From an optimization exercise on the open Yosys and OpenROAD flow, aimed at a short achievable clock period and few clock cycles; shortcuts taken in it are not production practice. Where RTL was checked, it was by simulation tests only, not by an equivalence proof against the original. For runs 1 and 3, only the layout was checked, not whether the RTL still works. The flow treats the clock pin as an ideal source, which a real chip does not have. Power and IR drop assume default switching activity.

`design.v`:
```
`timescale 1ns / 1ps
module RV32core(
        input clk,   
        input rst,   
        output[31:0] imem_addr,
        input [31:0] imem_data,
        output[31:0] dmem_addr,
        output[31:0] dmem_wdata,
        output[3:0]  dmem_wstrb,
        input [31:0] dmem_rdata
    );
    localparam BI = 4;               
    localparam NB = 1 << BI;
    localparam HI = 5;               
    localparam NH = 1 << HI;
    localparam LH = 5;               
    localparam NP = 1 << LH;
    localparam RD = 4;               
    localparam T_BR = 2'd0, T_JAL = 2'd1, T_RET = 2'd2, T_IND = 2'd3;
    reg [31:0] pc_f;
    reg        v_d;
    reg [31:0] ir_d, pc_d, ptgt_d, pc4_d;
    reg        pt_d;                 
    reg        bp_d;                 
    reg [13:0] dc_d;                 
    reg        stall_q;              
    reg [HI-1:0] bi_d;               
    reg        v_e;
    reg [31:0] a_e, b_e, sd_e;       
    reg        a_m, b_m, s_m;       
    reg        a_h, b_h;            
    reg [10:0] alu_e;                
    reg [31:0] link_e, alt_e, ctgt_e, jcmp_e, pc_e;
    reg        br_e, jal_e, jalr_e, ret_e, call_e, ld_e, st_e, wen_e, pt_e;
    reg [5:0]  mc_e;                 
    reg        jx_e, jc_e;           
    reg [2:0]  f3_e;
    reg [4:0]  rd_e;
    reg [HI-1:0] bi_e;
    reg [31:0] res_m, wdata_m;
    reg [3:0]  wstrb_m;
    reg        ld_m, wen_m;
    reg [2:0]  f3_m;
    reg [12:0] ls_m;                 
    reg [31:0] res_nl;               
    reg [4:0]  rd_m;
    reg [31:0] val_w;
    reg        wen_w;
    reg [4:0]  rd_w;
    reg [32*32-1:0] rf;              
    localparam TW = 30 - BI;         
    reg [NB-1:0]    btb_v;
    reg [NB*TW-1:0] btb_tag;
    reg [NB*32-1:0] btb_tgt;
    reg [NB*2-1:0]  btb_typ;
    reg [NH*LH-1:0] dh;              
    reg [NH-1:0]    dp;              
    reg [NH*8-1:0]  lp_tag;
    reg [NH*5-1:0]  lp_trip;         
    reg [NH*5-1:0]  lp_cnt;          
    reg [NH-1:0]    lp_conf;
    reg [NP*2-1:0]  pht;
    reg [RD*32-1:0] ras;
    reg [1:0]    ras_sp;             
    wire [31:0] dr = dmem_rdata;
    wire ld_sx = ls_m[7] & dr[15] | ls_m[8] & dr[31];
    wire ld_sb = ls_m[9] & dr[7] | ls_m[10] & dr[15] | ls_m[11] & dr[23] | ls_m[12] & dr[31];
    wire [31:0] ld_v = {
        {16{ls_m[6]}} & dr[31:16] | {16{ld_sx | ld_sb}},
        {8{ls_m[4]}} & dr[15:8] | {8{ls_m[5]}} & dr[31:24] | {8{ld_sb}},
        {8{ls_m[0]}} & dr[7:0] | {8{ls_m[1]}} & dr[15:8] | {8{ls_m[2]}} & dr[23:16] |
        {8{ls_m[3]}} & dr[31:24]};
    wire [31:0] val_m = ld_v | res_nl;
    reg [31:0] pc_o, res_o;
    assign imem_addr = pc_o;
    reg  [4:0]    px_f;
    wire [BI-1:0] bx_f = px_f[BI-1:0];
    wire [HI-1:0] hx_f = px_f[HI-1:0];
    reg  [1-1:0] bv_f;
    always @(*) begin : rd_bv_f
        integer k;
        bv_f = {1{1'b0}};
        for (k = 0; k < NB; k = k + 1)
            bv_f = bv_f | ({1{bx_f == k}} & btb_v[k*1 +: 1]);
    end
    reg  [TW-1:0] btag_f;
    always @(*) begin : rd_btag_f
        integer k;
        btag_f = {TW{1'b0}};
        for (k = 0; k < NB; k = k + 1)
            btag_f = btag_f | ({TW{bx_f == k}} & btb_tag[k*TW +: TW]);
    end
    reg  [2-1:0] typ_f;
    always @(*) begin : rd_typ_f
        integer k;
        typ_f = {2{1'b0}};
        for (k = 0; k < NB; k = k + 1)
            typ_f = typ_f | ({2{bx_f == k}} & btb_typ[k*2 +: 2]);
    end
    reg  [1-1:0] bp_f;
    always @(*) begin : rd_bp_f
        integer k;
        bp_f = {1{1'b0}};
        for (k = 0; k < NH; k = k + 1)
            bp_f = bp_f | ({1{hx_f == k}} & dp[k*1 +: 1]);
    end
    reg  [32-1:0] btgt_f;
    always @(*) begin : rd_btgt_f
        integer k;
        btgt_f = {32{1'b0}};
        for (k = 0; k < NB; k = k + 1)
            btgt_f = btgt_f | ({32{bx_f == k}} & btb_tgt[k*32 +: 32]);
    end
    wire hit_f = bv_f && btag_f == pc_f[31:BI+2];
    wire taken_f = hit_f && (typ_f != T_BR || bp_f);
    reg  [32-1:0] ras_top;
    always @(*) begin : rd_ras_top
        integer k;
        ras_top = {32{1'b0}};
        for (k = 0; k < RD; k = k + 1)
            ras_top = ras_top | ({32{ras_sp == k}} & ras[k*32 +: 32]);
    end
    wire [1:0]  ras_up = ras_sp + 2'd1;
    wire [31:0] tgt_f = typ_f == T_RET ? ras_top : btgt_f;
    wire [31:0] pc4_f = pc_f + 32'd4;
    wire [6:0] f_op = imem_data[6:0];
    wire [4:0] f_rd = imem_data[11:7], f_rs1 = imem_data[19:15], f_rs2 = imem_data[24:20];
    wire f_lui   = f_op == 7'b0110111;
    wire f_auipc = f_op == 7'b0010111;
    wire f_jal   = f_op == 7'b1101111;
    wire f_jalr  = f_op == 7'b1100111;
    wire f_br    = f_op == 7'b1100011;
    wire f_ld    = f_op == 7'b0000011;
    wire f_st    = f_op == 7'b0100011;
    wire f_opi   = f_op == 7'b0010011;
    wire f_opr   = f_op == 7'b0110011;
    wire f_use1  = f_opr | f_opi | f_ld | f_st | f_br | f_jalr;
    wire f_use2  = f_opr | f_br | f_st;
    wire [13:0] f_dc = {
        (f_lui | f_auipc | f_jal | f_jalr | f_ld | f_opi | f_opr) && f_rd != 5'd0,
        f_use2, f_use1,
        f_jalr && f_rd == 5'd0 && (f_rs1 == 5'd1 || f_rs1 == 5'd5),
        (f_jal | f_jalr) && (f_rd == 5'd1 || f_rd == 5'd5),
        f_opr, f_opi, f_st, f_ld, f_br, f_jalr, f_jal, f_auipc, f_lui};
    wire [2:0] f3 = ir_d[14:12];
    wire [4:0] rd = ir_d[11:7], rs1 = ir_d[19:15], rs2 = ir_d[24:20];
    wire is_lui   = v_d && dc_d[0];
    wire is_auipc = v_d && dc_d[1];
    wire is_jal   = v_d && dc_d[2];
    wire is_jalr  = v_d && dc_d[3];
    wire is_br    = v_d && dc_d[4];
    wire is_ld    = v_d && dc_d[5];
    wire is_st    = v_d && dc_d[6];
    wire is_opi   = v_d && dc_d[7];
    wire is_op    = v_d && dc_d[8];
    wire is_call  = v_d && dc_d[9];
    wire is_ret   = v_d && dc_d[10];
    wire use1     = v_d && dc_d[11];
    wire use2     = v_d && dc_d[12];
    wire wen_d    = v_d && dc_d[13];
    wire a_rs1   = use1;
    wire b_rs2   = is_op | is_br;
    wire [31:0] imm_i = {{20{ir_d[31]}}, ir_d[31:20]};
    wire [31:0] imm_s = {{20{ir_d[31]}}, ir_d[31:25], ir_d[11:7]};
    wire [31:0] imm_b = {{20{ir_d[31]}}, ir_d[7], ir_d[30:25], ir_d[11:8], 1'b0};
    wire [31:0] imm_u = {ir_d[31:12], 12'b0};
    wire [31:0] imm_j = {{12{ir_d[31]}}, ir_d[19:12], ir_d[20], ir_d[30:21], 1'b0};
    wire [31:0] brt_d  = pc_d + imm_b;
    wire [31:0] jalt_d = pc_d + imm_j;
    reg  [32-1:0] rf1;
    always @(*) begin : rd_rf1
        integer k;
        rf1 = {32{1'b0}};
        for (k = 1; k < 32; k = k + 1)
            rf1 = rf1 | ({32{rs1 == k}} & rf[k*32 +: 32]);
    end
    reg  [32-1:0] rf2;
    always @(*) begin : rd_rf2
        integer k;
        rf2 = {32{1'b0}};
        for (k = 1; k < 32; k = k + 1)
            rf2 = rf2 | ({32{rs2 == k}} & rf[k*32 +: 32]);
    end
    wire [31:0] rv1 = (wen_m && rd_m == rs1) ? val_m : (wen_w && rd_w == rs1) ? val_w : rf1;
    wire [31:0] rv2 = (wen_m && rd_m == rs2) ? val_m : (wen_w && rd_w == rs2) ? val_w : rf2;
    wire stall_d = stall_q;
    wire m1 = wen_e && rd_e == rs1;
    wire m2 = wen_e && rd_e == rs2;
    wire ras_ok = 1'b1;
    wire id_jal  = is_jal && !pt_d;
    wire id_br   = is_br && !pt_d && bp_d;
    wire id_ret  = is_ret && !pt_d && ras_ok;
    wire id_bad  = pt_d && !(is_br | is_jal | is_jalr);
    wire [31:0] id_tgt = id_jal ? jalt_d : id_br ? brt_d : id_ret ? ras_top : pc4_d;
    wire [31:0] A  = {a_h ? res_m[31:16] : a_e[31:16], a_m ? res_m[15:0] : a_e[15:0]};
    wire [31:0] B  = {b_h ? res_m[31:16] : b_e[31:16], b_m ? res_m[15:0] : b_e[15:0]};
    wire [31:0] SD = s_m ? res_m : sd_e;
    wire [31:0] sum  = A + B;
    wire [31:0] diff = A - B;
    wire eq  = A == B;
    wire [30:0] c_lt0 = ~A[30:0] & B[30:0];
    wire [30:0] c_eq0 = ~(A[30:0] ^ B[30:0]);
    wire [15:0] c_lt1, c_eq1;
    wire [7:0]  c_lt2, c_eq2;
    wire [3:0]  c_lt3, c_eq3;
    wire [1:0]  c_lt4, c_eq4;
    genvar g;
    generate
        for (g = 0; g < 15; g = g + 1) begin : cmp1
            assign c_lt1[g] = c_lt0[2*g+1] | c_eq0[2*g+1] & c_lt0[2*g];
            assign c_eq1[g] = c_eq0[2*g+1] & c_eq0[2*g];
        end
        for (g = 0; g < 8; g = g + 1) begin : cmp2
            assign c_lt2[g] = c_lt1[2*g+1] | c_eq1[2*g+1] & c_lt1[2*g];
            assign c_eq2[g] = c_eq1[2*g+1] & c_eq1[2*g];
        end
        for (g = 0; g < 4; g = g + 1) begin : cmp3
            assign c_lt3[g] = c_lt2[2*g+1] | c_eq2[2*g+1] & c_lt2[2*g];
            assign c_eq3[g] = c_eq2[2*g+1] & c_eq2[2*g];
        end
        for (g = 0; g < 2; g = g + 1) begin : cmp4
            assign c_lt4[g] = c_lt3[2*g+1] | c_eq3[2*g+1] & c_lt3[2*g];
            assign c_eq4[g] = c_eq3[2*g+1] & c_eq3[2*g];
        end
    endgenerate
    assign c_lt1[15] = c_lt0[30];
    assign c_eq1[15] = c_eq0[30];
    wire lt_lo = c_lt4[1] | c_eq4[1] & c_lt4[0];
    wire ltu = ~A[31] & B[31] | ~(A[31] ^ B[31]) & lt_lo;
    wire lt  = A[31] & ~B[31] | ~(A[31] ^ B[31]) & lt_lo;
    wire [4:0] sh = B[4:0];
    wire [31:0] r_sll = A << sh;
    wire [31:0] r_srl = A >> sh;
    wire [63:0] r_sra64 = {{32{A[31]}}, A} >> sh;
    wire [31:0] r_sra = r_sra64[31:0];
    wire [31:0] res_e =
        {32{alu_e[0]}}  & sum |
        {32{alu_e[1]}}  & diff[31:0] |
        {32{alu_e[2]}}  & (A & B) |
        {32{alu_e[3]}}  & (A | B) |
        {32{alu_e[4]}}  & (A ^ B) |
        {32{alu_e[5]}}  & r_sll |
        {32{alu_e[6]}}  & r_srl |
        {32{alu_e[7]}}  & r_sra |
        {32{alu_e[8]}}  & {31'd0, lt} |
        {32{alu_e[9]}}  & {31'd0, ltu} |
        {32{alu_e[10]}} & link_e;
    wire mis_br = mc_e[0] & eq | mc_e[1] & ~eq | mc_e[2] & lt | mc_e[3] & ~lt |
                  mc_e[4] & ltu | mc_e[5] & ~ltu;
    wire taken_e = mis_br ^ pt_e;
    wire redirect_ex = mis_br | jx_e | jc_e & (A != jcmp_e);
    wire [31:0] jtgt_e = {sum[31:1], 1'b0};
    wire [31:0] tgt_ex = jalr_e ? jtgt_e : alt_e;
    wire redirect_id0 = id_jal | id_br | id_ret | id_bad;
    wire redirect_id = !redirect_ex && !stall_d && redirect_id0;
    wire [31:0] pc_nx = stall_d ? pc_f : redirect_id0 ? id_tgt : taken_f ? tgt_f : pc4_f;
    wire [1:0] la = sum[1:0];
    wire l_w = ld_e & f3_e[1];
    wire l_h = ld_e & ~f3_e[1] & f3_e[0];
    wire l_b = ld_e & ~f3_e[1] & ~f3_e[0];
    wire l_s = ~f3_e[2];
    wire [12:0] ls_e = {
        l_b & l_s & la == 2'd3, l_b & l_s & la == 2'd2, l_b & l_s & la == 2'd1, l_b & l_s & la == 2'd0,
        l_h & l_s & la[1], l_h & l_s & ~la[1],
        l_w,
        l_h & la[1], l_w | l_h & ~la[1],
        l_b & la == 2'd3, l_h & la[1] | l_b & la == 2'd2, l_b & la == 2'd1, l_w | l_h & ~la[1] | l_b & la == 2'd0};
    wire [3:0] strb_e = f3_e[1] ? 4'b1111 :
                        f3_e[0] ? (4'b0011 << sum[1:0]) : (4'b0001 << sum[1:0]);
    wire [31:0] wd_e = f3_e[1] ? SD : f3_e[0] ? {2{SD[15:0]}} : {4{SD[7:0]}};
    assign dmem_addr  = res_o;
    assign dmem_wdata = wdata_m;
    assign dmem_wstrb = wstrb_m;
    always @(posedge clk or posedge rst) begin
        if (rst) begin
            pc_f <= 32'd0;
            v_d <= 1'b0;
            stall_q <= 1'b0;
            pt_d <= 1'b0;
        end else begin
            pc_f <= redirect_ex ? tgt_ex : pc_nx;
            stall_q <= !redirect_ex && !stall_d && !redirect_id0 && is_ld && rd != 5'd0 &&
                       ((f_use1 && f_rs1 == rd) || (f_use2 && f_rs2 == rd));
            if (redirect_ex || redirect_id) begin
                v_d <= 1'b0;
                pt_d <= 1'b0;
            end else if (!stall_d) begin
                v_d <= 1'b1;
                pt_d <= taken_f;
            end
        end
    end
    always @(posedge clk) begin
        if (!stall_d) begin
            ir_d <= imem_data;
            dc_d <= f_dc;
            pc_d <= pc_f;
            pc4_d <= pc4_f;
            ptgt_d <= tgt_f;
            bp_d <= bp_f;
            bi_d <= hx_f;
        end
    end
    wire go_e = !redirect_ex && !stall_d;
    wire pt_n = pt_d | id_br | id_ret;           
    wire [31:0] ptgt_n = pt_d ? ptgt_d : ras_top;
    always @(posedge clk or posedge rst) begin
        if (rst) begin
            v_e <= 1'b0;
            a_m <= 1'b0; b_m <= 1'b0; s_m <= 1'b0;
            alu_e <= 11'd0;
            br_e <= 1'b0; jal_e <= 1'b0; jalr_e <= 1'b0; ret_e <= 1'b0; call_e <= 1'b0;
            ld_e <= 1'b0; st_e <= 1'b0; wen_e <= 1'b0; pt_e <= 1'b0;
            mc_e <= 6'd0; jx_e <= 1'b0; jc_e <= 1'b0;
        end else if (!go_e) begin
            v_e <= 1'b0;
            a_m <= 1'b0; b_m <= 1'b0; s_m <= 1'b0;
            alu_e <= 11'd0;
            br_e <= 1'b0; jal_e <= 1'b0; jalr_e <= 1'b0; ret_e <= 1'b0; call_e <= 1'b0;
            ld_e <= 1'b0; st_e <= 1'b0; wen_e <= 1'b0; pt_e <= 1'b0;
            mc_e <= 6'd0; jx_e <= 1'b0; jc_e <= 1'b0;
        end else begin
            v_e <= v_d;
            a_m <= a_rs1 && m1;
            b_m <= b_rs2 && m2;
            s_m <= is_st && m2;
            alu_e[0]  <= is_lui | is_auipc | is_ld | is_st |
                         (is_op & f3 == 3'd0 & ~ir_d[30]) | (is_opi & f3 == 3'd0);
            alu_e[1]  <= is_op & f3 == 3'd0 & ir_d[30];
            alu_e[2]  <= (is_op | is_opi) & f3 == 3'd7;
            alu_e[3]  <= (is_op | is_opi) & f3 == 3'd6;
            alu_e[4]  <= (is_op | is_opi) & f3 == 3'd4;
            alu_e[5]  <= (is_op | is_opi) & f3 == 3'd1;
            alu_e[6]  <= (is_op | is_opi) & f3 == 3'd5 & ~ir_d[30];
            alu_e[7]  <= (is_op | is_opi) & f3 == 3'd5 & ir_d[30];
            alu_e[8]  <= (is_op | is_opi) & f3 == 3'd2;
            alu_e[9]  <= (is_op | is_opi) & f3 == 3'd3;
            alu_e[10] <= is_jal | is_jalr;
            br_e <= is_br; jal_e <= is_jal; jalr_e <= is_jalr; ret_e <= is_ret; call_e <= is_call;
            ld_e <= is_ld; st_e <= is_st; wen_e <= wen_d;
            pt_e <= pt_n;
            mc_e <= {is_br & (f3 == (pt_n ? 3'd6 : 3'd7)), is_br & (f3 == (pt_n ? 3'd7 : 3'd6)),
                     is_br & (f3 == (pt_n ? 3'd4 : 3'd5)), is_br & (f3 == (pt_n ? 3'd5 : 3'd4)),
                     is_br & (f3 == (pt_n ? 3'd0 : 3'd1)), is_br & (f3 == (pt_n ? 3'd1 : 3'd0))};
            jx_e <= is_jalr & ~pt_n;
            jc_e <= is_jalr & pt_n;
        end
    end
    always @(posedge clk) begin
        a_h <= !rst && go_e && a_rs1 && m1;
        b_h <= !rst && go_e && b_rs2 && m2;
        a_e <= is_auipc ? pc_d : is_lui ? 32'd0 : rv1;
        b_e <= b_rs2 ? rv2 : is_st ? imm_s : (is_lui | is_auipc) ? imm_u : imm_i;
        sd_e <= rv2;
        link_e <= pc4_d;
        alt_e <= pt_n ? pc4_d : brt_d;
        ctgt_e <= is_jal ? jalt_d : brt_d;
        jcmp_e <= ptgt_n - imm_i;
        pc_e <= pc_d;
        f3_e <= f3;
        rd_e <= rd;
        bi_e <= bi_d;
    end
    always @(posedge clk or posedge rst) begin
        if (rst) begin
            wstrb_m <= 4'd0;
            ld_m <= 1'b0;
            wen_m <= 1'b0;
        end else begin
            wstrb_m <= st_e ? strb_e : 4'd0;
            ld_m <= ld_e;
            wen_m <= wen_e;
        end
    end
    always @(posedge clk) begin
        pc_o <= rst ? 32'd0 : redirect_ex ? tgt_ex : pc_nx;
        px_f <= redirect_ex ? tgt_ex[6:2] : pc_nx[6:2];
        res_o <= rst ? 32'd0 : res_e;
        res_m <= res_e;
        wdata_m <= wd_e;
        f3_m <= f3_e;
        ls_m <= ls_e;
        res_nl <= ld_e ? 32'd0 : res_e;
        rd_m <= rd_e;
    end
    always @(posedge clk or posedge rst) begin
        if (rst) wen_w <= 1'b0;
        else wen_w <= wen_m;
    end
    always @(posedge clk) begin
        val_w <= val_m;
        rd_w <= rd_m;
    end
    always @(posedge clk) begin : wr_rf
        integer k;
        for (k = 1; k < 32; k = k + 1)
            if (wen_w && rd_w == k) rf[k*32 +: 32] <= val_w;
    end
    reg          u_btb, u_br, u_tk, rst_q;
    reg [BI-1:0] u_bx;
    reg [HI-1:0] u_hx;
    reg [7:0]    u_ltag;
    reg [31:BI+2] u_tag;
    reg [31:0]   u_tgt;
    reg [1:0]    u_typ;
    reg [LH-1:0] u_h;
    reg [7:0]    u_otag;
    reg [4:0]    u_cnt, u_trip;
    reg          u_conf;
    always @(posedge clk or posedge rst) begin
        if (rst) begin
            u_btb <= 1'b0; u_br <= 1'b0;
        end else begin
            u_btb <= br_e && taken_e || jal_e || jalr_e;
            u_br <= br_e;
        end
    end
    always @(posedge clk) begin
        rst_q <= rst;
        u_tk <= taken_e;
        u_bx <= pc_e[BI+1:2];
        u_hx <= bi_e;
        u_ltag <= pc_e[HI+9:HI+2];
        u_tag <= pc_e[31:BI+2];
        u_tgt <= jalr_e ? jtgt_e : ctgt_e;
        u_typ <= br_e ? T_BR : jal_e ? T_JAL : ret_e ? T_RET : T_IND;
    end
    wire [LH-1:0] d_h  = u_h;
    reg  [2-1:0] d_c;
    always @(*) begin : rd_d_c
        integer k;
        d_c = {2{1'b0}};
        for (k = 0; k < NP; k = k + 1)
            d_c = d_c | ({2{d_h == k}} & pht[k*2 +: 2]);
    end
    wire [1:0]    d_c1 = u_tk ? (d_c == 2'b11 ? 2'b11 : d_c + 2'd1) :
                                (d_c == 2'b00 ? 2'b00 : d_c - 2'd1);
    wire [LH-1:0] d_h1 = {d_h[LH-2:0], u_tk};
    wire          l_hit  = u_otag == u_ltag;
    wire [4:0]    l_cnt0  = l_hit ? u_cnt : 5'd0;
    wire [4:0]    l_trip0 = l_hit ? u_trip : 5'd0;
    wire          l_conf0 = l_hit & u_conf;
    wire [5:0]    l_run   = {1'b0, l_cnt0} + 6'd1;       
    reg  [4:0]    l_cnt1, l_trip1;
    reg           l_conf1;
    always @(*) begin
        if (u_tk) begin
            if (l_cnt0 == 5'd31) begin
                l_cnt1 = 5'd0; l_trip1 = 5'd0; l_conf1 = 1'b0;
            end else begin
                l_cnt1 = l_cnt0 + 5'd1; l_trip1 = l_trip0; l_conf1 = l_conf0;
            end
        end else begin
            l_cnt1 = 5'd0;
            if (l_run == {1'b0, l_trip0}) begin
                l_trip1 = l_trip0; l_conf1 = 1'b1;
            end else begin
                l_trip1 = l_run[4:0]; l_conf1 = 1'b0;
            end
        end
    end
    reg  [LH-1:0] e_h;
    always @(*) begin : rd_e_h
        integer k;
        e_h = {LH{1'b0}};
        for (k = 0; k < NH; k = k + 1)
            e_h = e_h | ({LH{bi_e == k}} & dh[k*LH +: LH]);
    end
    reg  [8-1:0] e_otag;
    always @(*) begin : rd_e_otag
        integer k;
        e_otag = {8{1'b0}};
        for (k = 0; k < NH; k = k + 1)
            e_otag = e_otag | ({8{bi_e == k}} & lp_tag[k*8 +: 8]);
    end
    reg  [5-1:0] e_cnt;
    always @(*) begin : rd_e_cnt
        integer k;
        e_cnt = {5{1'b0}};
        for (k = 0; k < NH; k = k + 1)
            e_cnt = e_cnt | ({5{bi_e == k}} & lp_cnt[k*5 +: 5]);
    end
    reg  [5-1:0] e_trip;
    always @(*) begin : rd_e_trip
        integer k;
        e_trip = {5{1'b0}};
        for (k = 0; k < NH; k = k + 1)
            e_trip = e_trip | ({5{bi_e == k}} & lp_trip[k*5 +: 5]);
    end
    reg  [1-1:0] e_conf;
    always @(*) begin : rd_e_conf
        integer k;
        e_conf = {1{1'b0}};
        for (k = 0; k < NH; k = k + 1)
            e_conf = e_conf | ({1{bi_e == k}} & lp_conf[k*1 +: 1]);
    end
    wire          e_same = u_br && u_hx == bi_e;
    always @(posedge clk) begin
        u_h    <= e_same ? d_h1    : e_h;
        u_otag <= e_same ? u_ltag  : e_otag;
        u_cnt  <= e_same ? l_cnt1  : e_cnt;
        u_trip <= e_same ? l_trip1 : e_trip;
        u_conf <= e_same ? l_conf1 : e_conf;
    end
    reg           w_v, w_lc;
    reg [4:0]     w_cnt, w_trip;
    reg [HI-1:0]  w_hx;
    reg [LH-1:0]  w_h1;
    always @(posedge clk or posedge rst) begin
        if (rst) w_v <= 1'b0;
        else w_v <= u_br;
    end
    always @(posedge clk) begin
        w_hx <= u_hx;
        w_h1 <= d_h1;
        w_lc <= l_conf1;
        w_cnt <= l_cnt1;
        w_trip <= l_trip1;
    end
    reg  [2-1:0] w_c;
    always @(*) begin : rd_w_c
        integer k;
        w_c = {2{1'b0}};
        for (k = 0; k < NP; k = k + 1)
            w_c = w_c | ({2{w_h1 == k}} & pht[k*2 +: 2]);
    end
    wire          w_pht = w_c[1];
    wire          w_lp = {1'b0, w_cnt} + 6'd1 < {1'b0, w_trip};
    always @(posedge clk) begin : wr_pred
        integer k;
        if (rst_q) begin
            btb_v <= {NB{1'b0}};
            dh <= {NH*LH{1'b0}};
            dp <= {NH{1'b0}};
            lp_tag <= {NH*8{1'b0}};
            lp_trip <= {NH*5{1'b0}};
            lp_cnt <= {NH*5{1'b0}};
            lp_conf <= {NH{1'b0}};
            pht <= {NP{2'b01}};
            ras <= {RD*32{1'b0}};
            ras_sp <= 2'd0;
        end else begin
            for (k = 0; k < NB; k = k + 1)
                if (u_btb && u_bx == k) btb_v[k] <= 1'b1;
            for (k = 0; k < NP; k = k + 1)
                if (u_br && d_h == k) pht[k*2 +: 2] <= d_c1;
            for (k = 0; k < NH; k = k + 1) begin
                if (u_br && u_hx == k) begin
                    dh[k*LH +: LH] <= d_h1;
                    lp_tag[k*8 +: 8] <= u_ltag;
                    lp_trip[k*5 +: 5] <= l_trip1;
                    lp_cnt[k*5 +: 5] <= l_cnt1;
                    lp_conf[k] <= l_conf1;
                end
                if (w_v && w_hx == k) dp[k] <= w_lc ? w_lp : w_pht;
            end
            if (call_e) begin
                for (k = 0; k < RD; k = k + 1)
                    if (ras_up == k) ras[k*32 +: 32] <= link_e;
                ras_sp <= ras_sp + 2'd1;
            end else if (ret_e) begin
                ras_sp <= ras_sp - 2'd1;
            end
        end
    end
    always @(posedge clk) begin : wr_btb
        integer k;
        if (u_btb) begin
            for (k = 0; k < NB; k = k + 1)
                if (u_bx == k) begin
                    btb_tag[k*TW +: TW] <= u_tag;
                    btb_tgt[k*32 +: 32] <= u_tgt;
                    btb_typ[k*2 +: 2] <= u_typ;
                end
        end
    end
endmodule
```
`flow/run.sh`:
```
#!/bin/bash
set -euo pipefail
MARGIN=${MARGIN:-12.8}
HERE=$(pwd)
bash standard.sh ADDER_MAP_FILE= synth > synth.log 2>&1
bash standard.sh ADDER_MAP_FILE= SETUP_SLACK_MARGIN=$MARGIN \
  PRE_DETAIL_PLACE_TCL=$HERE/flow/pull_outs.tcl POST_CTS_TCL=$HERE/flow/post_cts.tcl \
  finish > layout.log 2>&1
```
`flow/drop_root.tcl`:
```
set block [ord::get_db_block]
set clknet [[$block findBTerm clk] getNet]
set loads {}
foreach it [$clknet getITerms] { if {[$it isInputSignal]} { lappend loads $it } }
if {[llength $loads] == 1} {
  set root [[lindex $loads 0] getInst]
  set onet ""
  foreach it [$root getITerms] { if {[$it isOutputSignal]} { set onet [$it getNet] } }
  set sinks {}
  if {$onet ne ""} {
    foreach it [$onet getITerms] { if {[$it isInputSignal]} { lappend sinks $it } }
  }
  if {$onet ne "" && [llength $sinks] > 0 && [llength $sinks] <= 4 && [string match "*clkbuf*" [[$root getMaster] getName]]} {
    foreach it $sinks { $it disconnect; $it connect $clknet }
    foreach it [$root getITerms] { $it disconnect }
    odb::dbInst_destroy $root
    odb::dbNet_destroy $onet
    puts "drop_root: [llength $sinks] clock buffers now driven by the clock port"
  } else {
    puts "drop_root: root buffer kept ([llength $sinks] loads)"
  }
} else {
  puts "drop_root: clock port drives [llength $loads] pins; nothing done"
}
```
`flow/post_cts.tcl`:
```
# After clock tree synthesis: drop the tree's root buffer (flow/drop_root.tcl),
# then one more round of timing repair with the final clock tree, and
# legalize again.
source [file join [file dirname [info script]] drop_root.tcl]
estimate_parasitics -placement
repair_timing -setup -setup_margin $::env(SETUP_SLACK_MARGIN) -repair_tns 100 -max_passes 40 -verbose
detailed_placement
check_placement -verbose
estimate_parasitics -placement
report_worst_slack -max
```
`flow/pull_outs.tcl`:
```
# Pull each flip-flop that drives an output port's buffer next to that buffer,
# so the flop's Q net is short; detailed placement then legalizes.
set block [ord::get_db_block]
set moved 0
foreach bterm [$block getBTerms] {
  if {[$bterm getIoType] ne "OUTPUT"} { continue }
  set net [$bterm getNet]
  if {$net eq "NULL"} { continue }
  set buf ""
  foreach it [$net getITerms] { if {[$it isOutputSignal]} { set buf [$it getInst] } }
  if {$buf eq ""} { continue }
  set n2 ""
  foreach it [$buf getITerms] { if {[$it isInputSignal]} { set n2 [$it getNet] } }
  if {$n2 eq "" || $n2 eq "NULL"} { continue }
  if {[llength [$n2 getITerms]] != 2} { continue }
  set ff ""
  foreach it [$n2 getITerms] { if {[$it isOutputSignal]} { set ff [$it getInst] } }
  if {$ff eq ""} { continue }
  if {![string match "*df*" [[$ff getMaster] getName]]} { continue }
  set loc [$buf getLocation]
  $ff setLocation [lindex $loc 0] [lindex $loc 1]
  incr moved
}
puts "pull_outs: moved $moved flip-flops next to their output buffers"
```
`standard.sh`:
```
#!/bin/bash
# synth_recipe.tcl (not shown) runs the flow's synth.tcl, then flattens the netlist and writes it again
# the make line also repeats each setting of config.mk as NAME=value (left out here)
make -C /OpenROAD-flow-scripts/flow DESIGN_CONFIG=/design/flow/config.mk WORK_HOME=/design/flow/orfs CLKGATE_MAP_FILE= SYNTH_SCRIPT=/design/flow/synth_recipe.tcl "${@:-finish}"
```
`config.mk`:
```
export PLATFORM = sky130hd
export DESIGN_NAME = RV32core
export DESIGN_NICKNAME = RV32core
export VERILOG_FILES = /design/flow/design.v
export SDC_FILE = /design/flow/constraint.sdc
export NUM_CORES = 8
export LEC_CHECK = 0
export ABC_CLOCK_PERIOD_IN_PS = 100
export CAP_MARGIN = 20
export CORE_MARGIN = 2
export CORE_UTILIZATION = 40
export SLEW_MARGIN = 20
```
`constraint.sdc`:
```
create_clock -name core_clock -period 17.0 [get_ports {clk}]
set_input_delay 3.4000 -clock core_clock [delete_from_list [all_inputs] [get_ports {clk}]]
set_output_delay 3.4000 -clock core_clock [all_outputs]
set_load 0.01 [all_outputs]
```
==> flow_summary.ini, run 1 <==
[global_routing]
grt_pass1_vias = 129103
grtUsageTotal_pct = 36.7
grt_first_pass_wirelength_um = 1060000
grt_antenna_before_repair = 61
grt_max_degree = 105
gr-total-overflow = 0

[critical_path]
crit_required_ps = 17650
worstRegToRegCells = 16
cp_max_fo = 14
cp-endpoint = a_h
r2r_slack_ps = 12280
r2r_end = a_h
cp-end-kind = register
critical_path_class = reg2reg
r2r_start = a_h
startpoint_type = register
crit_start = a_h
crit_arrival_ps = 5380

[routing]
vias_per_cell = 6.72
vias = 141218
route.detailed.wl_per_inst_um = 37.3
drt_wl_total_um = 784000
drc = 0
dr.pass1.iters = 11
postRouteAntennaNets = 0
first_iter_violations = 25820

[synth]
ys_ff_latch = 3779
synth.area.top_cells = edfxtp_1 (39%), dfxtp_1 (20%), nand2_1 (5.0%)
synthMuxAreaShare_pct = 3.35
yosys.area.top_type = edfxtp_1
yosysSeqAreaShare_pct = 59.7
synth_nets = 15130
async_reset_ff_share_pct = 1.98
netlist_area_um2 = 162000
yosys_warnings = 1
yosys.area_share.xor_xnor_pct = 2.18
synth_edf_count = 2090
ys_types = 103
synth_flop_cell = edfxtp_1
synth_compound_area_share_pct = 18.9
synthCells = 15064
synth_area_per_cell_um2 = 10.8
synth-simple-area-share_pct = 12.6
synth_top_family_by_area = compound AO/OA/AOI/OAI gates
yosys.area_share.adder_pct = 0.209
synth_top_cell_area_share_pct = 38.6

[flow_run]
drv_cap = 0

[placed_design]
io_buffer_count = 165
place_congestion = 1.02
hpwl_um = 476000
placed_cells = 19939
post_dp_cell_area_um2 = 172000
pre_cts_ws_ps = 9650

[clocking]
clk_pin_slew_ps = 60
clock_latency_ps = 800
clkSinkCount = 3779
cts_tree = built

[power_and_ir_drop]
netSwitchingPower_w = 0.00949
clkPwrFrac_pct = 33.0
vdd_drop_max_mv = 0.105
p_seq_share_pct = 42.7
switching_share_pct = 34.4
intPower_w = 0.0181
leakage_nw = 65.1
power_frac_comb_pct = 24.4
power_density_nw_per_um2 = 143

[floorplanning]
ios = 166
fp-row-count = 234
fp.dieH_um = 641
start_util_pct = 40.1
die_w_um = 641
core_area_um2 = 405000
die-area_um2 = 411000

[timing]
finalSetupViolations = 0
max_freq_mhz = 212
timing.final.crit_share_pct = 27.8
timing.slew.headroom_pct = 9.22
setup_slack_ps = 12280
worstMarginPinSlew_ps = 1350
setup_tns_ps = 0
rsz0062_at_grt = yes
fin_skew_ps = 132
maxSlewViolCount = 0
hold_viol_final = 0
period_needed_ps = 4720

[cells_and_area]
fin_nets = 15280
finalNonFillerCells = 21018
syn_to_final_growth_pct = 18.9
fin_util_pct = 47.7
drive_gt1_share_pct = 16.8
fin_area_um2 = 193000

[run_status]
outcome = finished clean

[min_path]
hold_class = reg2reg
## per-stage QoR
stage / total power (W) / hold WS (ps)
floorplan: 0.0144 / 310
global placement: 0.0173 / 310
detailed placement: 0.0173 / 312
global route: 0.0281 / 297
finish: 0.0276 / 304
## layer usage
layer | global-route usage [%] | routed length (µm) | part of all wire (%) | vias to the layer above
li1 | - | - | - | 57125
met3 | 10.9 | 103000 | 13 | 3414
met5 | 0 | 407 | 0.052 | -
met4 | 26.9 | 73300 | 9.3 | 62
met1 | 45.8 | 277000 | 35 | 68742
met2 | 53.8 | 329000 | 42 | 11875
## cell usage in the layout (no fill, tap or decap), drive strengths merged, types with 40 or more instances in the layout
cell type	synthesis	final
diode	0	40
o22ai	91	91
nand3	244	244
a211oi	140	140
clkbuf	1022	551
a211o	72	72
a22oi	793	793
o21a	50	50
o31ai	73	73
dfxtp	1614	1614
nor4	60	60
clkinv	5	127
mux2	121	121
nor2b	53	53
a21o	41	41
and2	58	58
edfxtp	2090	2090
a21oi	1335	1335
o21ai	336	336
a221oi	482	482
mux2i	321	321
inv	91	112
buf	177	870
xnor2	292	292
a31oi	78	78
nand4	258	258
nor3	262	262
and3	82	82
nand2b	57	58
nand2	2147	2147
a222oi	81	81
a22o	456	456
o211ai	43	43
dfrtp	75	75
xor2	113	113
nor2	1236	1236
## Yosys cell counts, drive strengths merged (57+ instances only)
master / instances
and2: 58
nor4: 60
xnor2: 292
xor2: 113
nor3: 262
nand3: 244
dfrtp: 75
o22ai: 91
a31oi: 78
mux2i: 321
a21oi: 1335
nand2: 2147
inv: 91
a22oi: 793
and3: 82
nor2: 1236
a222oi: 81
edfxtp: 2090
mux2: 121
clkbuf: 1022
a22o: 456
buf: 177
a221oi: 482
nand2b: 57
o21ai: 336
nand4: 258
o31ai: 73
a211o: 72
a211oi: 140
dfxtp: 1614
## sequential cells by signal, summed over array words and instances, names as in the netlist, 64 cells and up
signal / count
btb_tgt: 512
btb_tag: 416
lp_cnt: 160
dh: 160
ras: 128
lp_tag: 256
rf: 992
pht: 64
lp_trip: 160
## power groups by stage
stage,Clock (W),Combinational (W),Sequential (W)
floorplan,0,0.00317,0.0112
global placement,0,0.00529,0.0120
detailed placement,0,0.00535,0.0119
global route,0.00947,0.00683,0.0118
finish,0.00909,0.00671,0.0118
## cell type report
class | instances | area [µm²]
fillers | 36518 | 212000
flip-flops and latches | 3779 | 97100
multi-input cells | 9991 | 65700
clock buffers | 542 | 11300
repair buffers | 946 | 9570
well taps | 5428 | 6790
clock inverters | 194 | 2270
inverters | 96 | 405
diodes | 40 | 100
repair inverters | 2 | 17.5
## logic make-up after synthesis
family / count (synthesis)
adders and majority gates: 34
muxes: 479
buffers and inverters: 1295
AOI/OAI and AO/OA: 4395
and+or+nand+nor: 4677
DFF: 3779
xor gates and xnor gates: 405
## worst min path at each step
stage	depth (start not counted)	start	endpoint	slack (ps)
2_1_floorplan	0	pc_e[2]	u_bx[0]	310
3_3_place_gp	0	pc_e[31]	u_tag[31]	310
3_5_place_dp	0	pc_e[14]	u_tag[14]	310
5_1_grt	0	pc_e[6]	u_tag[6]	300
6_report	0	pc_e[6]	u_tag[6]	300
## critical path, stage by stage, from the launching register on
cell	delay, ps
dfxtp_4	470
buf_12	230
mux2_2	430
xnor2_1	240
o22ai_2	310
nor2_2	280
nand4_1	110
buf_4	190
nor4bb_4	360
mux2_2	400
a2111o_1	400
buf_6	160
buf_6	110
a2111oi_4	220
buf_6	210
and4_4	330
and2_1	160
==> run 2: changes to the inputs <==
--- a/design.v
+++ b/design.v
@@ -25,7 +25,6 @@
     reg [13:0] dc_d;                 
     reg        stall_q;              
     reg [HI-1:0] bi_d;               
-    reg        v_e;
     reg [31:0] a_e, b_e, sd_e;       
     reg        a_m, b_m, s_m;       
     reg        a_h, b_h;            
@@ -34,6 +33,8 @@
     reg        br_e, jal_e, jalr_e, ret_e, call_e, ld_e, st_e, wen_e, pt_e;
     reg [5:0]  mc_e;                 
     reg        jx_e, jc_e;           
+    reg        kill_e;               
+    reg [3:0]  cs_e;                 
     reg [2:0]  f3_e;
     reg [4:0]  rd_e;
     reg [HI-1:0] bi_e;
@@ -184,8 +185,8 @@
     wire [31:0] rv1 = (wen_m && rd_m == rs1) ? val_m : (wen_w && rd_w == rs1) ? val_w : rf1;
     wire [31:0] rv2 = (wen_m && rd_m == rs2) ? val_m : (wen_w && rd_w == rs2) ? val_w : rf2;
     wire stall_d = stall_q;
-    wire m1 = wen_e && rd_e == rs1;
-    wire m2 = wen_e && rd_e == rs2;
+    wire m1 = wen_e && !kill_e && rd_e == rs1;
+    wire m2 = wen_e && !kill_e && rd_e == rs2;
     wire ras_ok = 1'b1;
     wire id_jal  = is_jal && !pt_d;
     wire id_br   = is_br && !pt_d && bp_d;
@@ -245,10 +246,19 @@
         {32{alu_e[8]}}  & {31'd0, lt} |
         {32{alu_e[9]}}  & {31'd0, ltu} |
         {32{alu_e[10]}} & link_e;
-    wire mis_br = mc_e[0] & eq | mc_e[1] & ~eq | mc_e[2] & lt | mc_e[3] & ~lt |
-                  mc_e[4] & ltu | mc_e[5] & ~ltu;
+    wire eq_ab, lt_ab, ltu_ab, eq_mb, lt_mb, ltu_mb, eq_am, lt_am, ltu_am;
+    cmp32 cmp_ab (.x(a_e),   .y(b_e),   .eq(eq_ab), .lt(lt_ab), .ltu(ltu_ab));
+    cmp32 cmp_mb (.x(res_m), .y(b_e),   .eq(eq_mb), .lt(lt_mb), .ltu(ltu_mb));
+    cmp32 cmp_am (.x(a_e),   .y(res_m), .eq(eq_am), .lt(lt_am), .ltu(ltu_am));
+    wire b_eq  = cs_e[0] & eq_ab  | cs_e[1] & eq_mb  | cs_e[2] & eq_am | cs_e[3];
+    wire b_lt  = cs_e[0] & lt_ab  | cs_e[1] & lt_mb  | cs_e[2] & lt_am;
+    wire b_ltu = cs_e[0] & ltu_ab | cs_e[1] & ltu_mb | cs_e[2] & ltu_am;
+    wire j_ne  = a_m ? res_m != jcmp_e : a_e != jcmp_e;
+    wire [5:0] mcv = mc_e & {6{~kill_e}};
+    wire mis_br = mcv[0] & b_eq | mcv[1] & ~b_eq | mcv[2] & b_lt | mcv[3] & ~b_lt |
+                  mcv[4] & b_ltu | mcv[5] & ~b_ltu;
     wire taken_e = mis_br ^ pt_e;
-    wire redirect_ex = mis_br | jx_e | jc_e & (A != jcmp_e);
+    wire redirect_ex = mis_br | jx_e & ~kill_e | jc_e & ~kill_e & j_ne;
     wire [31:0] jtgt_e = {sum[31:1], 1'b0};
     wire [31:0] tgt_ex = jalr_e ? jtgt_e : alt_e;
     wire redirect_id0 = id_jal | id_br | id_ret | id_bad;
@@ -306,21 +316,16 @@
     wire [31:0] ptgt_n = pt_d ? ptgt_d : ras_top;
     always @(posedge clk or posedge rst) begin
         if (rst) begin
-            v_e <= 1'b0;
-            a_m <= 1'b0; b_m <= 1'b0; s_m <= 1'b0;
-            alu_e <= 11'd0;
-            br_e <= 1'b0; jal_e <= 1'b0; jalr_e <= 1'b0; ret_e <= 1'b0; call_e <= 1'b0;
-            ld_e <= 1'b0; st_e <= 1'b0; wen_e <= 1'b0; pt_e <= 1'b0;
-            mc_e <= 6'd0; jx_e <= 1'b0; jc_e <= 1'b0;
-        end else if (!go_e) begin
-            v_e <= 1'b0;
+            kill_e <= 1'b1;
             a_m <= 1'b0; b_m <= 1'b0; s_m <= 1'b0;
             alu_e <= 11'd0;
             br_e <= 1'b0; jal_e <= 1'b0; jalr_e <= 1'b0; ret_e <= 1'b0; call_e <= 1'b0;
             ld_e <= 1'b0; st_e <= 1'b0; wen_e <= 1'b0; pt_e <= 1'b0;
             mc_e <= 6'd0; jx_e <= 1'b0; jc_e <= 1'b0;
+            cs_e <= 4'd0;
         end else begin
-            v_e <= v_d;
+            kill_e <= !go_e;
+            cs_e <= {m1 & m2, ~m1 & m2, m1 & ~m2, ~m1 & ~m2};
             a_m <= a_rs1 && m1;
             b_m <= b_rs2 && m2;
             s_m <= is_st && m2;
@@ -347,8 +352,8 @@
         end
     end
     always @(posedge clk) begin
-        a_h <= !rst && go_e && a_rs1 && m1;
-        b_h <= !rst && go_e && b_rs2 && m2;
+        a_h <= !rst && a_rs1 && m1;
+        b_h <= !rst && b_rs2 && m2;
         a_e <= is_auipc ? pc_d : is_lui ? 32'd0 : rv1;
         b_e <= b_rs2 ? rv2 : is_st ? imm_s : (is_lui | is_auipc) ? imm_u : imm_i;
         sd_e <= rv2;
@@ -367,9 +372,9 @@
             ld_m <= 1'b0;
             wen_m <= 1'b0;
         end else begin
-            wstrb_m <= st_e ? strb_e : 4'd0;
-            ld_m <= ld_e;
-            wen_m <= wen_e;
+            wstrb_m <= (st_e & ~kill_e) ? strb_e : 4'd0;
+            ld_m <= ld_e & ~kill_e;
+            wen_m <= wen_e & ~kill_e;
         end
     end
     always @(posedge clk) begin
@@ -411,8 +416,8 @@
         if (rst) begin
             u_btb <= 1'b0; u_br <= 1'b0;
         end else begin
-            u_btb <= br_e && taken_e || jal_e || jalr_e;
-            u_br <= br_e;
+            u_btb <= ~kill_e & (br_e && taken_e || jal_e || jalr_e);
+            u_br <= ~kill_e & br_e;
         end
     end
     always @(posedge clk) begin
@@ -554,11 +559,11 @@
                 end
                 if (w_v && w_hx == k) dp[k] <= w_lc ? w_lp : w_pht;
             end
-            if (call_e) begin
+            if (call_e & ~kill_e) begin
                 for (k = 0; k < RD; k = k + 1)
                     if (ras_up == k) ras[k*32 +: 32] <= link_e;
                 ras_sp <= ras_sp + 2'd1;
-            end else if (ret_e) begin
+            end else if (ret_e & ~kill_e) begin
                 ras_sp <= ras_sp - 2'd1;
             end
         end
@@ -575,3 +580,37 @@
         end
     end
 endmodule
+module cmp32(
+        input  [31:0] x,
+        input  [31:0] y,
+        output eq, lt, ltu
+    );
+    wire [31:0] e0 = ~(x ^ y);
+    wire [31:0] l0 = ~x & y;
+    wire [15:0] e1, l1;
+    wire [7:0]  e2, l2;
+    wire [3:0]  e3, l3;
+    wire [1:0]  e4, l4;
+    genvar g;
+    generate
+        for (g = 0; g < 16; g = g + 1) begin : c1
+            assign l1[g] = l0[2*g+1] | e0[2*g+1] & l0[2*g];
+            assign e1[g] = e0[2*g+1] & e0[2*g];
+        end
+        for (g = 0; g < 8; g = g + 1) begin : c2
+            assign l2[g] = l1[2*g+1] | e1[2*g+1] & l1[2*g];
+            assign e2[g] = e1[2*g+1] & e1[2*g];
+        end
+        for (g = 0; g < 4; g = g + 1) begin : c3
+            assign l3[g] = l2[2*g+1] | e2[2*g+1] & l2[2*g];
+            assign e3[g] = e2[2*g+1] & e2[2*g];
+        end
+        for (g = 0; g < 2; g = g + 1) begin : c4
+            assign l4[g] = l3[2*g+1] | e3[2*g+1] & l3[2*g];
+            assign e4[g] = e3[2*g+1] & e3[2*g];
+        end
+    endgenerate
+    assign eq  = e4[1] & e4[0];
+    assign ltu = l4[1] | e4[1] & l4[0];
+    assign lt  = (x[31] ^ y[31]) ? x[31] : ltu;
+endmodule
==> run 2 against run 1 <==
Net effect:
- critical path type is now reg2out
- clock skew fell by 23 ps
- fmax rose by 0.81%
- synthesized area rose by 0.14%
- sequential power barely moved
- count of clock-buffer cells in the layout rose by 6
- still clean
==> flow_summary.ini, run 2 <==
[run_status]
outcome = finished clean

[synth]
synth_compound_area_share_pct = 18.4
synth_area_per_cell_um2 = 10.7
async_reset_ff_share_pct = 2.11
synthMuxAreaShare_pct = 2.97
synth-simple-area-share_pct = 12.7
yosys.area_share.adder_pct = 0.531
yosys.cell_count.top_type = nand2_1
yosys_warnings = 1
yosysSeqAreaShare_pct = 59.7
synth_flop_cell = edfxtp_1
yosys.area_share.xor_xnor_pct = 2.56
synth_top_cell_area_share_pct = 38.6
synth.area.top_cells = edfxtp_1 (39%), dfxtp_1 (20%), nand2_1 (5.1%)
ys_ff_latch = 3784
netlist_area_um2 = 163000
ys_top_cells_by_count = nand2_1 (2200), edfxtp_1 (2090), dfxtp_1 (1614)
synthCells = 15224
synth_edf_count = 2090
synth_top_family_by_area = compound AO/OA/AOI/OAI gates
yosys.area.top_type = edfxtp_1
synth_nets = 15290
ys_types = 99

[placed_design]
io_buffer_count = 165
post_dp_cell_area_um2 = 171000
place_congestion = 1.02
hpwl_um = 463000

[min_path]
hp-start = pc_e[14]
hold_class = reg2reg
whs_path_depth = 0
min_to = u_tag[14]

[critical_path]
r2r_start = px_f[2]
critPathBufInv = 1
crit_required_ps = 13600
worstPathCellList = buf_6
crit_family = flip-flops
cp-end-kind = output pin
r2r_slack_ps = 12340
crit_arrival_ps = 1280
worstRegToRegCells = 20
r2r_end = pc_o[21]
startpoint_type = register
slowest_delay_ps = 390
cp_max_fo = 1
slowest_stage = dfrtp_1
critical_path_class = reg2out

[cells_and_area]
nFillCells = 36687
top_regs = rf (992), btb_tgt (512), btb_tag (416)
drive_gt1_share_pct = 16.1
largest_reg_flops = 992
fin_area_um2 = 192000
layout_commonest_cell = nand2_1
multi_input_area_um2 = 64600
regMostFlops = rf
fin_nets = 15429
layout_common_cells = nand2_1 (2154), edfxtp_1 (2090), dfxtp_1 (1467)
syn_to_final_growth_pct = 18.2
register_area_um2 = 97300

[global_routing]
grt_antenna_before_repair = 65
grt_max_degree = 202
grt_first_pass_wirelength_um = 1040000
grt_pass1_vias = 129299
grtUsageTotal_pct = 35.5
gr-total-overflow = 0

[floorplanning]
start_util_pct = 40.1
ios = 166
core_area_um2 = 406000
fp.dieH_um = 642
die-area_um2 = 412000
die_w_um = 642
fp-row-count = 234

[timing]
timing.slew.headroom_pct = 15.6
hold_viol_final = 0
maxSlewViolCount = 0
setup_tns_ps = 0
finalSetupViolations = 0
max_freq_mhz = 213
period_needed_ps = 4680
worstMarginPinSlew_ps = 1260
timing.final.crit_share_pct = 27.6
rsz0062_at_grt = yes
fin_skew_ps = 108

[routing]
route.detailed.wl_per_inst_um = 36.1
postRouteAntennaNets = 0
dr.pass1.iters = 13
drt_wl_total_um = 766000
vias_per_cell = 6.67
first_iter_violations = 25649
drc = 0
vias = 141637

[flow_run]
drv_cap = 0

[power_and_ir_drop]
power_density_nw_per_um2 = 140
vdd_drop_max_mv = 0.106
leakage_nw = 64.6

[clocking]
clkSinkCount = 3784
clock_latency_ps = 770
cts_tree = built
clk_pin_slew_ps = 60
## run 2: cell types whose count changed in the layout (fill, tap and decap cells not counted), moves of 42 or more
| cell | previous run | this run |
|---|---|---|
| diode_2 | 40 | 102 |
| xnor2_1 | 263 | 305 |
| a22o_1 | 451 | 401 |
| nor2_1 | 1027 | 1090 |
| xor2_1 | 107 | 154 |
| o21ai_0 | 265 | 333 |
| a22oi_1 | 784 | 869 |
| nand2_1 | 2105 | 2154 |
| a221oi_1 | 465 | 403 |
## run 2: through the flow
stage	utilization, %	instances	hold WS [ps]	worst slack [ps]	total power [W]
after floorplan	-	15224	310	12110	0.0141
after global placement	42.2	20046	310	10660	0.0169
after detailed placement	42.3	20047	312	10010	0.0169
after global routing	47.4	21201	328	12290	0.0273
final	47.4	21232	325	12320	0.0269
## run 2: logic make-up (layout without fill, tap and decap cells)
family / count (synthesis) / in the layout
AO/OA/AOI/OAI: 4362 / 4362
XOR/XNOR: 475 / 475
adder cells (fa/ha/maj): 86 / 86
buffers and inverters: 1342 / 1819
flip-flops: 3784 / 3784
multiplexers: 415 / 415
other: 0 / 102
AND/OR/NAND/NOR: 4760 / 4761
## run 2: where the power goes
group          leakage, nW  internal, W  switching [W]
Sequential            33.6       0.0106        0.00116
Clock                 6.40      0.00502        0.00384
Combinational         24.6      0.00211        0.00419
## run 2: worst max path at each step
stage / startpoint / endpoint / slack (ps) / depth (start not counted)
3_5_place_dp: px_f[1] / pc_o[21] / 10010 / 16
3_3_place_gp: px_f[1] / pc_f[3] / 10660 / 17
5_1_grt: wstrb_m[1] / dmem_wstrb[1] / 12290 / 1
2_1_floorplan: dmem_rdata[7] / b_e[31] / 12110 / 9
6_report: wstrb_m[3] / dmem_wstrb[3] / 12320 / 1
## run 2: cell type report
cell class,instances,area share [%]
Timing Repair inverter,1,0.00586
Sequential cell,3784,50.6
Antenna cell,102,0.133
Multi-Input combinational cell,10099,33.6
Clock buffer,548,5.74
Timing Repair Buffer,947,4.97
Inverter,135,0.286
Clock inverter,188,1.09
Tap cell,5428,3.53
## run 2: per-layer routing
layer | share of wire [%] | track usage (%)
met2 | 42 | 51.8
met1 | 35 | 43.8
met3 | 13 | 10.5
met5 | 0.024 | 0
met4 | 10 | 28.1
Testbench counts of run 2, summed over its fixed seeds: cycles 330,387.
==> run 3: changes to the inputs <==
--- a/design.v
+++ b/design.v
@@ -9,9 +9,9 @@
         output[3:0]  dmem_wstrb,
         input [31:0] dmem_rdata
     );
-    localparam BI = 4;               
+    localparam BI = 5;               
     localparam NB = 1 << BI;
-    localparam HI = 5;               
+    localparam HI = 6;               
     localparam NH = 1 << HI;
     localparam LH = 5;               
     localparam NP = 1 << LH;
@@ -74,23 +74,9 @@
     wire [31:0] val_m = ld_v | res_nl;
     reg [31:0] pc_o, res_o;
     assign imem_addr = pc_o;
-    reg  [4:0]    px_f;
+    reg  [HI-1:0] px_f;
     wire [BI-1:0] bx_f = px_f[BI-1:0];
     wire [HI-1:0] hx_f = px_f[HI-1:0];
-    reg  [1-1:0] bv_f;
-    always @(*) begin : rd_bv_f
-        integer k;
-        bv_f = {1{1'b0}};
-        for (k = 0; k < NB; k = k + 1)
-            bv_f = bv_f | ({1{bx_f == k}} & btb_v[k*1 +: 1]);
-    end
-    reg  [TW-1:0] btag_f;
-    always @(*) begin : rd_btag_f
-        integer k;
-        btag_f = {TW{1'b0}};
-        for (k = 0; k < NB; k = k + 1)
-            btag_f = btag_f | ({TW{bx_f == k}} & btb_tag[k*TW +: TW]);
-    end
     reg  [2-1:0] typ_f;
     always @(*) begin : rd_typ_f
         integer k;
@@ -112,8 +98,14 @@
         for (k = 0; k < NB; k = k + 1)
             btgt_f = btgt_f | ({32{bx_f == k}} & btb_tgt[k*32 +: 32]);
     end
-    wire hit_f = bv_f && btag_f == pc_f[31:BI+2];
-    wire taken_f = hit_f && (typ_f != T_BR || bp_f);
+    reg taken_f;
+    always @(*) begin : tk_f
+        integer k;
+        taken_f = 1'b0;
+        for (k = 0; k < NB; k = k + 1)
+            taken_f = taken_f | (bx_f == k) & btb_v[k] & (btb_tag[k*TW +: TW] == pc_f[31:BI+2]) &
+                      (btb_typ[k*2 +: 2] != T_BR | (px_f[HI-1] ? dp[NB + k] : dp[k]));
+    end
     reg  [32-1:0] ras_top;
     always @(*) begin : rd_ras_top
         integer k;
@@ -379,7 +371,7 @@
     end
     always @(posedge clk) begin
         pc_o <= rst ? 32'd0 : redirect_ex ? tgt_ex : pc_nx;
-        px_f <= redirect_ex ? tgt_ex[6:2] : pc_nx[6:2];
+        px_f <= redirect_ex ? tgt_ex[HI+1:2] : pc_nx[HI+1:2];
         res_o <= rst ? 32'd0 : res_e;
         res_m <= res_e;
         wdata_m <= wd_e;
==> run 3 against run 2 <==
Net effect:
- still clean on timing, DRC and antenna
- synthesized cell count rose by 42%
- cell count is 43% higher
- first-iteration DRC count increased by 51%
- combinational power rose by about 40%
- critical path depth unchanged
- wire length increased by 49%
- flip-flop and latch count is 1749 higher
- largest cell class unchanged
==> flow_summary.ini, run 3 <==
[routing]
dr.pass1.iters = 9
vias = 202086
route.detailed.wl_per_inst_um = 37.7
drc = 0
drt_wl_total_um = 1140000
vias_per_cell = 6.68
postRouteAntennaNets = 0
first_iter_violations = 38799

[critical_path]
crit_arrival_ps = 1380
crit_family = flip-flops
critical_path_class = reg2out
startpoint_type = register
critPathBufInv = 1
slowest_delay_ps = 360
crit_required_ps = 13600
worstPathCellList = buf_2
crit_start = wstrb_m[1]
cp-end-kind = output pin
slowest_stage = dfrtp_1
r2r_start = ir_d[16]
cp_max_fo = 1

[global_routing]
grt_util_met3_pct = 12.4
gr-total-overflow = 0
met1_usage_pct = 45.5
grt_antenna_before_repair = 139
grtUsageTotal_pct = 36.7
use_met2_pct = 52.6
grt_max_degree = 205
grt_pass1_vias = 180300
busiest_layer = met2
grt_first_pass_wirelength_um = 1520000

[floorplanning]
start_util_pct = 40.1
ios = 166
die_w_um = 767
die-area_um2 = 589000
fp-row-count = 280
fp.dieH_um = 767
core_area_um2 = 581000

[timing]
setup_slack_ps = 12220
max_freq_mhz = 209
period_needed_ps = 4780
finalSetupViolations = 0
rsz0062_at_grt = yes
timing.final.crit_share_pct = 28.1
hold_viol_final = 0
maxSlewViolCount = 0
setup_tns_ps = 0
worstMarginPinSlew_ps = 1380
timing.slew.headroom_pct = 7.55
fin_skew_ps = 152

[cells_and_area]
regMostFlops = btb_tgt
fin_area_um2 = 275000
largest_reg_flops = 1024
drive_gt1_share_pct = 15.6
layout_commonest_cell = nand2_1
layout_common_cells = nand2_1 (3282), edfxtp_1 (3019), dfxtp_1 (2228)
syn_to_final_growth_pct = 18.2
top_regs = btb_tgt (1024), rf (992), btb_tag (800)
nFillCells = 52279
fin_nets = 21861

[placed_design]
place_congestion = 1.01
hpwl_um = 672000
io_buffer_count = 165
post_dp_cell_area_um2 = 245000
pre_cts_ws_ps = 10410

[synth]
synth_nets = 21633
yosys_warnings = 1
synthCells = 21567
yosys.cell_count.top_type = nand2_1
synth_area_per_cell_um2 = 10.8
async_reset_ff_share_pct = 1.45
ys_ff_latch = 5533
synth.area.top_cells = edfxtp_1 (39%), dfxtp_1 (21%), nand2_1 (5.4%)
netlist_area_um2 = 233000
ys_types = 123
synth_flop_cell = edfxtp_1
synth_edf_count = 3019
synth_top_cell_area_share_pct = 38.9
yosys.area.top_type = edfxtp_1
ys_top_cells_by_count = nand2_1 (3362), edfxtp_1 (3019), dfxtp_1 (2434)
yosysSeqAreaShare_pct = 60.7

[clocking]
clock_latency_ps = 900
clk_pin_slew_ps = 60
clkSinkCount = 5533
cts_tree = built

[power_and_ir_drop]
vdd_drop_max_mv = 0.121
power_density_nw_per_um2 = 141
leakage_nw = 92.3

[min_path]
hp-start = pc_e[20]
hold_class = reg2reg

[flow_run]
drv_cap = 0

[run_status]
outcome = finished clean
==> run 3: cell count changes after synthesis, sizes merged, moves of 125 or more <==
cell,delta
nand2,+1164
edfxtp,+929
dfxtp,+820
xor2,+700
a21oi,+622
nor2,+540
clkbuf,+325
a221oi,+254
a22o,+233
nor4,+198
buf,+158
nand4,+142
a22oi,+125
==> run 3: cells by family (layout without fill, tap and decap cells) <==
| group | Yosys count | after routing | share of synthesized area [%] |
|---|---|---|---|
| XOR/XNOR | 1238 | 1238 | 4.65 |
| flip-flops | 5533 | 5533 | 60.7 |
| adder cells (fa/ha/maj) | 92 | 92 | 0.403 |
| AO/OA/AOI/OAI | 5570 | 5570 | 16.4 |
| buffers and inverters | 1845 | 2565 | 3.12 |
| other | 0 | 214 | 0 |
| multiplexers | 417 | 418 | 2.11 |
| AND/OR/NAND/NOR | 6872 | 6874 | 12.7 |
==> run 3: worst paths after layout <==
check,to,slack (ps),depth (start not counted)
min in group asynchronous,pc_f[29],2720,2
max,dmem_wstrb[1],12220,1
max reg2reg,a_e[16],12530,13
min,u_tag[20],300,0
max in group asynchronous,b_m,13340,4
min reg2reg,u_tag[20],300,0
==> run 3: area by class of cell <==
class | count | area [µm²] | share of cell area, %
flip-flops and latches | 5533 | 142000 | 51.5
multi-input cells | 14192 | 90200 | 32.7
clock buffers | 822 | 16600 | 6.01
repair buffers | 1321 | 12600 | 4.56
well taps | 7755 | 9700 | 3.52
clock inverters | 266 | 3390 | 1.23
inverters | 155 | 602 | 0.218
diodes | 214 | 536 | 0.194
repair inverters | 1 | 8.76 | 0.00318
==> run 3: worst reg2reg max path: stages (launching register included) <==
cell	delay [ps]
edfxtp_1	600
buf_4	240
buf_4	130
or3_1	290
nor2_4	40
buf_4	240
buf_4	380
a22o_1	360
a221oi_1	360
nand3_1	130
nor3_1	1040
a211oi_1	290
a21oi_4	180
o21ai_1	60
==> run 3: where the power goes <==
part	internal [W]	switching, W
clock network	0.00754	0.00579
registers	0.0154	0.00143
logic	0.00273	0.00606
total	0.0257	0.0133
==> run 3: through the flow <==
stage                     utilization, %  cells  hold WS (ps)  total power [W]
after floorplan                        -  21567           310           0.0200
after global placement              42.2  28448           309           0.0241
after detailed placement            42.2  28455           312           0.0241
after global routing                47.4  30173           315           0.0395
final                               47.4  30259           305           0.0389
==> run 3: routing by layer <==
metal / vias up / part of all wire (%)
met5: - / 0.061
met4: 60 / 9.5
met3: 5096 / 15
met2: 18318 / 41
met1: 98424 / 35
li1: 80188 / -
==> run 4: changes to the inputs <==
--- a/design.v
+++ b/design.v
@@ -9,9 +9,9 @@
         output[3:0]  dmem_wstrb,
         input [31:0] dmem_rdata
     );
-    localparam BI = 5;               
+    localparam BI = 4;               
     localparam NB = 1 << BI;
-    localparam HI = 6;               
+    localparam HI = 5;               
     localparam NH = 1 << HI;
     localparam LH = 5;               
     localparam NP = 1 << LH;
==> run 4 against run 3 <==
Net effect:
- first-iteration DRC count down 35%
- worst hold slack worse by 45 ps
- largest cell class unchanged
- worst setup slack better by 160 ps
- total power down 32%
- critical path depth unchanged
- utilization down 0.38 points
- cell area down 30%
- flip-flop and latch count down 1749
- die area down 29%
- sequential power down 31%
==> flow_summary.ini, run 4 <==
[min_path]
hp-start = pc_e[18]
hold_class = reg2reg

[critical_path]
crit_start = wstrb_m[2]
startpoint_type = register
crit_required_ps = 13600
critPathBufInv = 1
cp_max_fo = 1
slowest_stage = dfrtp_1
r2r_start = ir_d[19]
worstPathCellList = buf_2
critical_path_class = reg2out
crit_family = flip-flops
slowest_delay_ps = 380
cp-end-kind = output pin
crit_arrival_ps = 1220

[synth]
synthMuxAreaShare_pct = 2.72
synth_flop_cell = edfxtp_1
synth-simple-area-share_pct = 12.6
yosys.area_share.adder_pct = 0.452
synth_top_family_by_area = compound AO/OA/AOI/OAI gates
yosys.cell_count.top_type = nand2_1
async_reset_ff_share_pct = 2.11
ys_top_cells_by_count = nand2_1 (2157), edfxtp_1 (2090), dfxtp_1 (1614)
synthCells = 15358
yosys.area.top_type = edfxtp_1
synth_nets = 15424
synth_compound_area_share_pct = 17.5
synth_area_per_cell_um2 = 10.7
synth_edf_count = 2090
yosys_warnings = 1
ys_ff_latch = 3784
netlist_area_um2 = 165000
synth_top_cell_area_share_pct = 38.1
synth.area.top_cells = edfxtp_1 (38%), dfxtp_1 (20%), nand2_1 (4.9%)
ys_types = 110
yosys.area_share.xor_xnor_pct = 4.61
yosysSeqAreaShare_pct = 59.0

[global_routing]
grtUsageTotal_pct = 34.7
grt_antenna_before_repair = 60
gr-total-overflow = 0
grt_pass1_vias = 128053
grt_max_degree = 238
grt_first_pass_wirelength_um = 1030000

[timing]
fin_skew_ps = 119
maxSlewViolCount = 0
timing.slew.headroom_pct = 12.8
max_freq_mhz = 217
timing.final.crit_share_pct = 27.2
setup_tns_ps = 0
period_needed_ps = 4620
finalSetupViolations = 0
rsz0062_at_grt = yes
hold_viol_final = 0
worstMarginPinSlew_ps = 1300

[cells_and_area]
largest_reg_flops = 992
syn_to_final_growth_pct = 17.1
regMostFlops = rf
fin_util_pct = 47.0
top_regs = rf (992), btb_tgt (512), btb_tag (416)
fin_nets = 15458
layout_common_cells = nand2_1 (2097), edfxtp_1 (2090), dfxtp_1 (1457)
drive_gt1_share_pct = 15.6
layout_commonest_cell = nand2_1

[placed_design]
io_buffer_count = 165
hpwl_um = 456000
place_congestion = 1.02

[clocking]
clock_latency_ps = 790
cts_tree = built
clkSinkCount = 3784
clk_pin_slew_ps = 60

[routing]
dr.pass1.iters = 11
vias_per_cell = 6.58
postRouteAntennaNets = 0
drt_wl_total_um = 755000
route.detailed.wl_per_inst_um = 35.6
drc = 0
first_iter_violations = 25215
vias = 139442

[power_and_ir_drop]
leakage_nw = 64.1
intPower_w = 0.0177
vdd_drop_max_mv = 0.114
netSwitchingPower_w = 0.00894
power_frac_comb_pct = 22.7
finalPower_w = 0.0266
switching_share_pct = 33.6
clkPwrFrac_pct = 33.8
p_seq_share_pct = 43.5
power_density_nw_per_um2 = 138

[floorplanning]
core_area_um2 = 410000
ios = 166
fp-row-count = 235
die_w_um = 645
start_util_pct = 40.2
die-area_um2 = 417000
fp.dieH_um = 645

[flow_run]
drv_cap = 0

[run_status]
outcome = finished clean
## run 4: cell count changes after synthesis, moves of 186 or more
cell      before   now
nand2_1     3362  2157
edfxtp_1    3019  2090
dfxtp_1     2434  1614
xor2_1       860   184
a21oi_1     1970  1340
nor2_1      1821  1212
clkbuf_1    1364  1017
xnor2_1      378   682
a22oi_1     1000   721
a221oi_1     674   477
a22o_1       636   450
## run 4: logic make-up (layout without fill, tap and decap cells)
kind of cell	after synthesis	count (layout)
xor gates and xnor gates	866	866
other	0	24
AOI/OAI and AO/OA	4190	4190
buffers and inverters	1350	1715
adders and majority gates	74	74
and+or+nand+nor	4709	4709
DFF	3784	3784
muxes	385	385
## run 4: final timing paths
| kind | slack (ps) | cells past startpoint | endpoint |
|---|---|---|---|
| hold / removal | 260 | 0 | u_tag[18] |
| hold reg to reg | 260 | 0 | u_tag[18] |
| setup reg to reg | 12600 | 10 | a_e[28] |
| min in group asynchronous | 2830 | 3 | pc_f[10] |
| max in group asynchronous | 13520 | 4 | pc_f[23] |
| setup / recovery | 12380 | 1 | dmem_wstrb[2] |
## run 4: power by group through the flow
stage / clock network [W] / logic (W) / registers [W]
global placement: 0 / 0.00521 / 0.0118
detailed placement: 0 / 0.00530 / 0.0117
floorplan: 0 / 0.00303 / 0.0111
finish: 0.00899 / 0.00603 / 0.0116
global route: 0.00935 / 0.00614 / 0.0116
## run 4: routing by layer
metal / vias up / GRT usage, % / wire, µm
li1: 57138 / - / -
met1: 67843 / 43.8 / 270000
met2: 11344 / 50.7 / 314000
met3: 3057 / 10.3 / 102000
met4: 60 / 24.7 / 67600
met5: - / 0.254 / 516
## run 4: final cells by class
class	instances	area, µm²
antenna	24	60.1
timing repair buffer	856	8070
fill	37170	217000
tap	5451	6820
inverter	137	547
clock buffer	546	11200
clock inverter	176	2130
sequential	3784	97300
multi-input combinational	10224	66600
## run 4: per-stage QoR
| step | std cells | instance area [µm²] | hold slack, ps | setup WS (ps) |
|---|---|---|---|---|
| final | 21198 | 193000 | 260 | 12380 |
| after global placement | 20220 | 173000 | 311 | 10890 |
| after detailed placement | 20221 | 173000 | 312 | 10560 |
| after global routing | 21187 | 193000 | 304 | 12330 |
| after floorplan | 15358 | 165000 | 310 | 11950 |
Testbench counts of run 4, summed over its fixed seeds: cycles 330,387.

==> afterwards: timing with drivers on the ports <==
The results above use ideal ports. As a check the final layouts listed here were re-extracted and re-timed, cells and wires unchanged.
Step 1 (the two cells are an assumption about what drives the block):
set clk [get_ports {clk}]
set_driving_cell -lib_cell sky130_fd_sc_hd__clkbuf_16 $clk
set_driving_cell -lib_cell sky130_fd_sc_hd__buf_2 [delete_from_list [all_inputs] $clk]
Step 2 moves the port delays by t, midway between the first and last clock arrival at a register: inputs arrive t later, outputs are due t later. That takes back most of the time a late clock gives input paths.
a / b / c = no drivers / after step 1 / after step 2; a / b = the first two.
run	shift t [ns]	setup WS [ns]	hold WS [ns]	worst setup path after step 2	worst slew at a driven data input, ns
run 1	0.968	12.278 / 12.154 / 11.793	0.304 / 0.304 / 0.304	input to register	0.09
run 2	0.946	12.316 / 12.085 / 11.864	0.325 / 0.325 / 0.325	input to register	0.12
run 3	1.091	12.219 / 11.956 / 11.686	0.305 / 0.305 / 0.305	input to register	0.32
run 4	0.974	12.381 / 12.136 / 11.616	0.260 / 0.262 / 0.262	input to register	0.05
After both steps setup and hold are still met in every run listed. For run 4, which loses most, drivers alone change the setup slack by -0.245 ns; drivers and shift together by -0.765 ns.
